This design comes from an exercise in tuning for small area and a short achievable clock period on the open sky130 flow, not from production work.
In this exercise RTL edits were held to simulation tests only and were not proved equivalent to the original.

==> design/flow/design.v <==
`timescale 1ns / 1ps
module diverge_sq16(
	input  [15:0] a,
	output [27:0] p
	);
	wire signed [15:0] s = a;
	wire signed [31:0] q = s * s;
	assign p = q[27:0];
endmodule
module diverge_sq15(
	input  [14:0] a,
	output [26:0] p
	);
	wire signed [14:0] s = a;
	wire signed [29:0] q = s * s;
	assign p = q[26:0];
endmodule
`timescale 1ns / 1ps
module fractal(
input Clk_100M, reset,
input [15:0]startX,  
input [15:0]startY,
input [15:0]stepX,  
input [15:0]stepY,
output [7:0] divOut,
output [18:0] addr_w,
output wire display,
output wire wea
    );
reg [2:0]  cc;
reg [9:0]  colCount;
reg [8:0]  rowCount;
reg        tempGo;
reg [15:0] xRegTemp;
reg [15:0] yRegTemp;
reg [15:0] xReg1;
reg [15:0] yReg1;
reg [18:0] currAddr;
wire load = (cc == 3'd5);
always @(posedge Clk_100M) begin
	if (reset) begin
		cc       <= 3'd0;
		colCount <= 10'd0;
		rowCount <= 9'd0;
		tempGo   <= 1'b0;
		xRegTemp <= 16'd0;
		yRegTemp <= 16'd0;
		xReg1    <= 16'd0;
		yReg1    <= 16'd0;
		currAddr <= 19'd0;
	end else begin
		cc <= load ? 3'd0 : cc + 3'd1;
		if (load) begin
			xRegTemp <= stepX * colCount;
			yRegTemp <= stepY * rowCount;
			xReg1    <= startX + xRegTemp;
			yReg1    <= startY + yRegTemp;
			currAddr <= {rowCount, 9'd0} + {2'd0, rowCount, 7'd0} + {9'd0, colCount};
			if (colCount == 10'd639) begin
				colCount <= 10'd0;
				tempGo   <= 1'b1;
				rowCount <= (rowCount == 9'd479) ? 9'd0 : rowCount + 9'd1;
			end else begin
				colCount <= colCount + 10'd1;
			end
		end
	end
end
assign addr_w  = currAddr;
assign display = tempGo;
assign wea     = 1'b1;
function inrange;
	input [15:0] v;
	inrange = (v[15:13] == 3'b000) | (v[15:13] == 3'b111) | (v == 16'h2000);
endfunction
reg [15:0] mx, my;
reg        mEsc;
reg [2:0]  mIdx;
wire        first = (cc == 3'd0);
wire [15:0] ux = first ? xReg1 : mx;
wire [15:0] uy = first ? yReg1 : my;
wire        uEsc = first ? 1'b0 : mEsc;
wire [14:0] uX = ux[14:0];
wire [14:0] uY = uy[14:0];
wire [15:0] uT = {uX[14], uX} + {uY[14], uY};
wire [26:0] uX2, uY2;
wire [27:0] uT2;
diverge_sq15 sqx(.a(uX), .p(uX2));
diverge_sq15 sqy(.a(uY), .p(uY2));
diverge_sq16 sqt(.a(uT), .p(uT2));
wire [27:0] uS  = {1'b0, uX2} + {1'b0, uY2};
wire        uOut = ~inrange(ux) | ~inrange(uy) | (uS > 28'h400_0000);
wire [27:0] uDx = {1'b0, uX2} - {1'b0, uY2} + {xReg1, 12'd0};
wire [27:0] uDy = uT2 - uS + {yReg1, 12'd0};
always @(posedge Clk_100M) begin
	mx <= uDx[27:12];
	my <= uDy[27:12];
	if (!uEsc) mIdx <= cc;
	mEsc <= uEsc | uOut;
end
reg [15:0] cxT, cyT;      
reg [15:0] tA;            
reg [15:0] tB;            
reg [15:0] tX;            
reg [27:0] acc;           
reg        tEsc;
reg [2:0]  tIdx;
reg        resEsc;
reg [2:0]  resIdx;
reg        outEsc;
reg [2:0]  outIdx;
reg [15:0] sIn;
always @(*) begin
	case (cc)
		3'd0:    sIn = {mx[14], mx[14:0]};
		3'd1:    sIn = {tA[14], tA[14:0]};
		3'd2:    sIn = tB;
		3'd3:    sIn = {tX[14], tX[14:0]};
		default: sIn = {tA[14], tA[14:0]};
	endcase
end
wire [27:0] sq;
diverge_sq16 sqtail(.a(sIn), .p(sq));
wire [27:0] tS  = acc + sq;                        
wire        tBig = tS > 28'h400_0000;
wire [27:0] tDx = acc - sq + {cxT, 12'd0};         
wire [27:0] tDy = acc + sq;                        
always @(posedge Clk_100M) begin
	if (load) begin
		cxT <= xReg1;
		cyT <= yReg1;
	end
	case (cc)
		3'd0: begin
			acc  <= {1'b0, sq[26:0]};
			tA   <= my;
			tB   <= {mx[14], mx[14:0]} + {my[14], my[14:0]};
			tEsc <= mEsc | ~inrange(mx) | ~inrange(my);
			tIdx <= mEsc ? mIdx : 3'd6;
		end
		3'd1: begin
			tX   <= tDx[27:12];
			acc  <= {cyT, 12'd0} - tS;
			tEsc <= tEsc | tBig;
		end
		3'd2: begin
			tA   <= tDy[27:12];
		end
		3'd3: begin
			acc  <= {1'b0, sq[26:0]};
			if (!tEsc) tIdx <= 3'd7;
			tEsc <= tEsc | ~inrange(tX) | ~inrange(tA);
		end
		3'd4: begin
			resEsc <= tEsc | tBig;
			resIdx <= tIdx;
		end
		default: ;
	endcase
	if (cc == 3'd3) begin
		outEsc <= resEsc;
		outIdx <= resIdx;
	end
end
assign divOut = outEsc ? {5'd0, outIdx} : 8'd100;
endmodule
==> design/flow/run.sh <==
#!/bin/bash
# synth_recipe.tcl (not shown) runs the flow's synth.tcl, then flattens the netlist and writes it again
# the make line also repeats each setting of config.mk as NAME=value (left out here)
make -C /OpenROAD-flow-scripts/flow DESIGN_CONFIG=/design/flow/config.mk WORK_HOME=/design/flow/orfs CLKGATE_MAP_FILE= SYNTH_SCRIPT=/design/flow/synth_recipe.tcl finish
==> design/flow/config.mk <==
export PLATFORM = sky130hd
export DESIGN_NAME = fractal
export DESIGN_NICKNAME = fractal
export VERILOG_FILES = /design/flow/design.v
export SDC_FILE = /design/flow/constraint.sdc
export NUM_CORES = 4
export LEC_CHECK = 0
export CAP_MARGIN = 20
export CORE_MARGIN = 2
export CORE_UTILIZATION = 45
export SLEW_MARGIN = 20
==> design/flow/constraint.sdc <==
create_clock -name core_clock -period 11.0 [get_ports {Clk_100M}]
set_input_delay 2.2000 -clock core_clock [delete_from_list [all_inputs] [get_ports {Clk_100M}]]
set_output_delay 2.2000 -clock core_clock [all_outputs]
set_load 0.01 [all_outputs]
==> results.ini <==
[outcome]
status = finished with violations
so_faults = negative setup slack

[setup_path]
critPathArrivalTime_ps = 12730
worstPathMaxFanout = 9
critPathMostFrequentCell = fa_1
critPathMaxStageDelay_ps = 520
critPathLaunch = cc[1]
r2r-start = cc[1]
cp-start-kind = flop
cp-end-kind = flop
reg2reg_slack_ps = -1180
cpMaxStageDelayCell = fa_1
crit_type = reg2reg
required_ps = 11550

[logic_synthesis]
ys_warn_count = 1
async_reset_ff_frac = 0
yosysSeqAreaShare = 0.117
post_synth_mux_area_share = 0.00637
synth.cell_area_um2 = 55200
synthXorXnorAreaFrac = 0.0597
synthAdderAreaFrac = 0.494
syn_area_per_cell_um2 = 8.99
synth_compound_gate_area_share = 0.0897
synth_cells = 6138
synth_top_cell_area_share = 0.359
synth_edf_count = 123
synth_top_flop_cell = dfxtp_1
synthTopCellsByArea = fa_1 (36%), ha_1 (13%), inv_1 (9.5%)
synth_cell_type_count = 96
synth_top_family_by_area = adder cells
synth-simple-area-share = 0.124
synth_top_area_cell = fa_1
ys_seq_elements = 262

[grt]
grt_pass1_vias = 46177
grt_pass1_wl_mm = 254
grt_use_total = 0.259
grt-ovfl-total = 0
grt_start_max_net_pins = 64
antenna_found_initial = 5

[drt]
drtIter0Drc = 2892
dr.pass1.iters = 6
ant_nets = 0
via_per_inst = 5.08
num_vias = 43893
detail_route.wl_per_cell_um = 18.5
drc = 0
drt-total-wl_mm = 160

[sta]
setup_viol = 10
fin_tns_setup_ps = -6670
drv_slew = 0
final_hold_viol_count = 0
relSlewSlack = 0.292
tightest_slew_ps = 1050
finalWorstSetupSlack_ps = -1180
clock-skew-final_ps = 29.9
hold_ws_ps = 428
min_period_over_period = 1.11
fin_crit_ps = 12180
timing.fmax_mhz = 82.1
rsz0062_at_grt = yes

[cts]
cts_sinks = 262
cts_made_buffers = 29
htreeDepth = 1
cts_tree = yes
clock_path_buffers = 3
path_clk_slew_ps = 80
insertion_delay_ps = 620
cts-root-buf = clkbuf_16

[place]
gp_congestion = 0.939
place_area_um2 = 64300
dp_hpwl_mm = 136
io_buffer_count = 90

[layout]
multi_input_comb_area_um2 = 44200
syn_to_final_growth_pct = 21.7
ff_latch_area_um2 = 6480
finalInstanceArea_um2 = 67200
antenna_cells = 0
utilization = 0.552
nFillCells = 11232
nNetsFinal = 8640
drive_above_1_share = 0.180

[floorplan]
die_width_um = 354
core_um2 = 122000
row_count = 128
die-area_um2 = 125000
die_h_um = 354
ios = 95
start_util = 0.454

[min_path]
worstHoldStart = resIdx[1]
worstHoldPathType = reg2reg

[flow_run]
drv_cap = 0

-- cells in the final DEF, fill, tap and decap left out, drive strengths merged, types with 139 or more instances in the layout --
cell and count:
ha 594, o21ai 146, fa 991, xnor2 264, nand2 667, nor2 393, inv 1415, dfxtp 139
a21oi 263, buf 888
-- cells by family (layout without fill, tap and decap cells) --
group,count (synthesis),after routing
AO/OA/AOI/OAI,764,764
multiplexers,35,35
XOR/XNOR,370,370
AND/OR/NAND/NOR,1524,1524
other,2,4
adder cells (fa/ha/maj),1585,1585
buffers and inverters,1596,2468
flip-flops,262,262
-- worst max-delay path, delay by kind of cell (launching register included) --
family,cells,cell delay (ps)
AND/OR/NAND/NOR,6,540
XOR/XNOR,9,1480
buffers and inverters,12,1240
adder cells (fa/ha/maj),15,6370
AO/OA/AOI/OAI,9,1830
multiplexers,1,290
flip-flops,1,320
-- path summary, 6_finish.rpt --
kind         depth (start not counted)         to
min reg2reg                          0  outIdx[1]
max reg2reg                         52     my[15]
min                                  0  outIdx[1]
max                                 52     my[15]
-- cells in the mapped netlist, types with 46 or more instances --
library cell  number
nor2_1           393
nand2b_1          48
inv_1           1400
nand2_1          667
xor2_1           104
dfxtp_1          139
o21ai_0          136
edfxtp_1         123
and2_1           136
fa_1             991
clkbuf_1         148
a21oi_1          259
ha_1             594
nand3_1           46
xnor2_1          260
a21o_1            96
nor3_1            81
-- metrics by stage --
step | cells | setup slack (ps)
final | 8637 | -1180
after global routing | 8637 | -1660
after CTS | 8615 | -1150
after detailed placement | 8533 | -1740
after global placement | 8533 | -1720
after floorplan | 6140 | -717
-- repair_timing --
item / in CTS / in global routing
hold buffers: 0 / 0
buffers inserted: 24 / 22
gates resized for setup: 159 / 142
pin swaps: 58 / 78
gates cloned: 4 / 1
setup endpoints to repair: 24 / 23
-- sequential cells by signal, indices dropped and copies added, names as in the netlist, 3 cells and up --
name,count
acc,28
currAddr,19
cxT,16
cyT,16
mx,16
my,16
tA,16
tB,16
tX,16
xReg1,16
xRegTemp,16
yReg1,16
yRegTemp,16
colCount,10
rowCount,9
cc,3
mIdx,3
outIdx,3
resIdx,3
tIdx,3
-- layout make-up --
cell class / count / area share
tap: 1625 / 0.0303
timing repair inverter: 1 / 0.000242
timing repair buffer: 981 / 0.119
sequential: 262 / 0.0964
multi-input combinational: 4282 / 0.658
clock buffer: 37 / 0.0122
inverter: 1432 / 0.0806
clock inverter: 17 / 0.00303
-- routing by layer --
layer  share of wire  up-vias  GRT usage
li1                -    20693          -
met1            0.45    21969      0.361
met2            0.47     1033      0.429
met3           0.062      188     0.0390
met4           0.021       10     0.0493
met5         0.00049        -          0

afterwards: timing with drivers on the ports:
No port has a modelled driver above. Below, the same layout with a new extraction and two added sets of constraints.
Step 1, drivers: a clkbuf_16 drives Clk_100M and a buf_2 each remaining input, both assumed.
Step 2 also shifts input and output timing later by t, the mid clock arrival at the registers, as if the neighbouring blocks saw the same clock.
Three values: no drivers, after step 1, after step 2; two values: the first two.
shift t [ns]: 0.681
setup slack, ns: -1.177 / -1.177 / -1.177
hold slack, ns: 0.428 / 0.428 / 0.428
For this run, drivers alone change the setup slack by 0.000 ns; drivers and shift together by 0.000 ns.
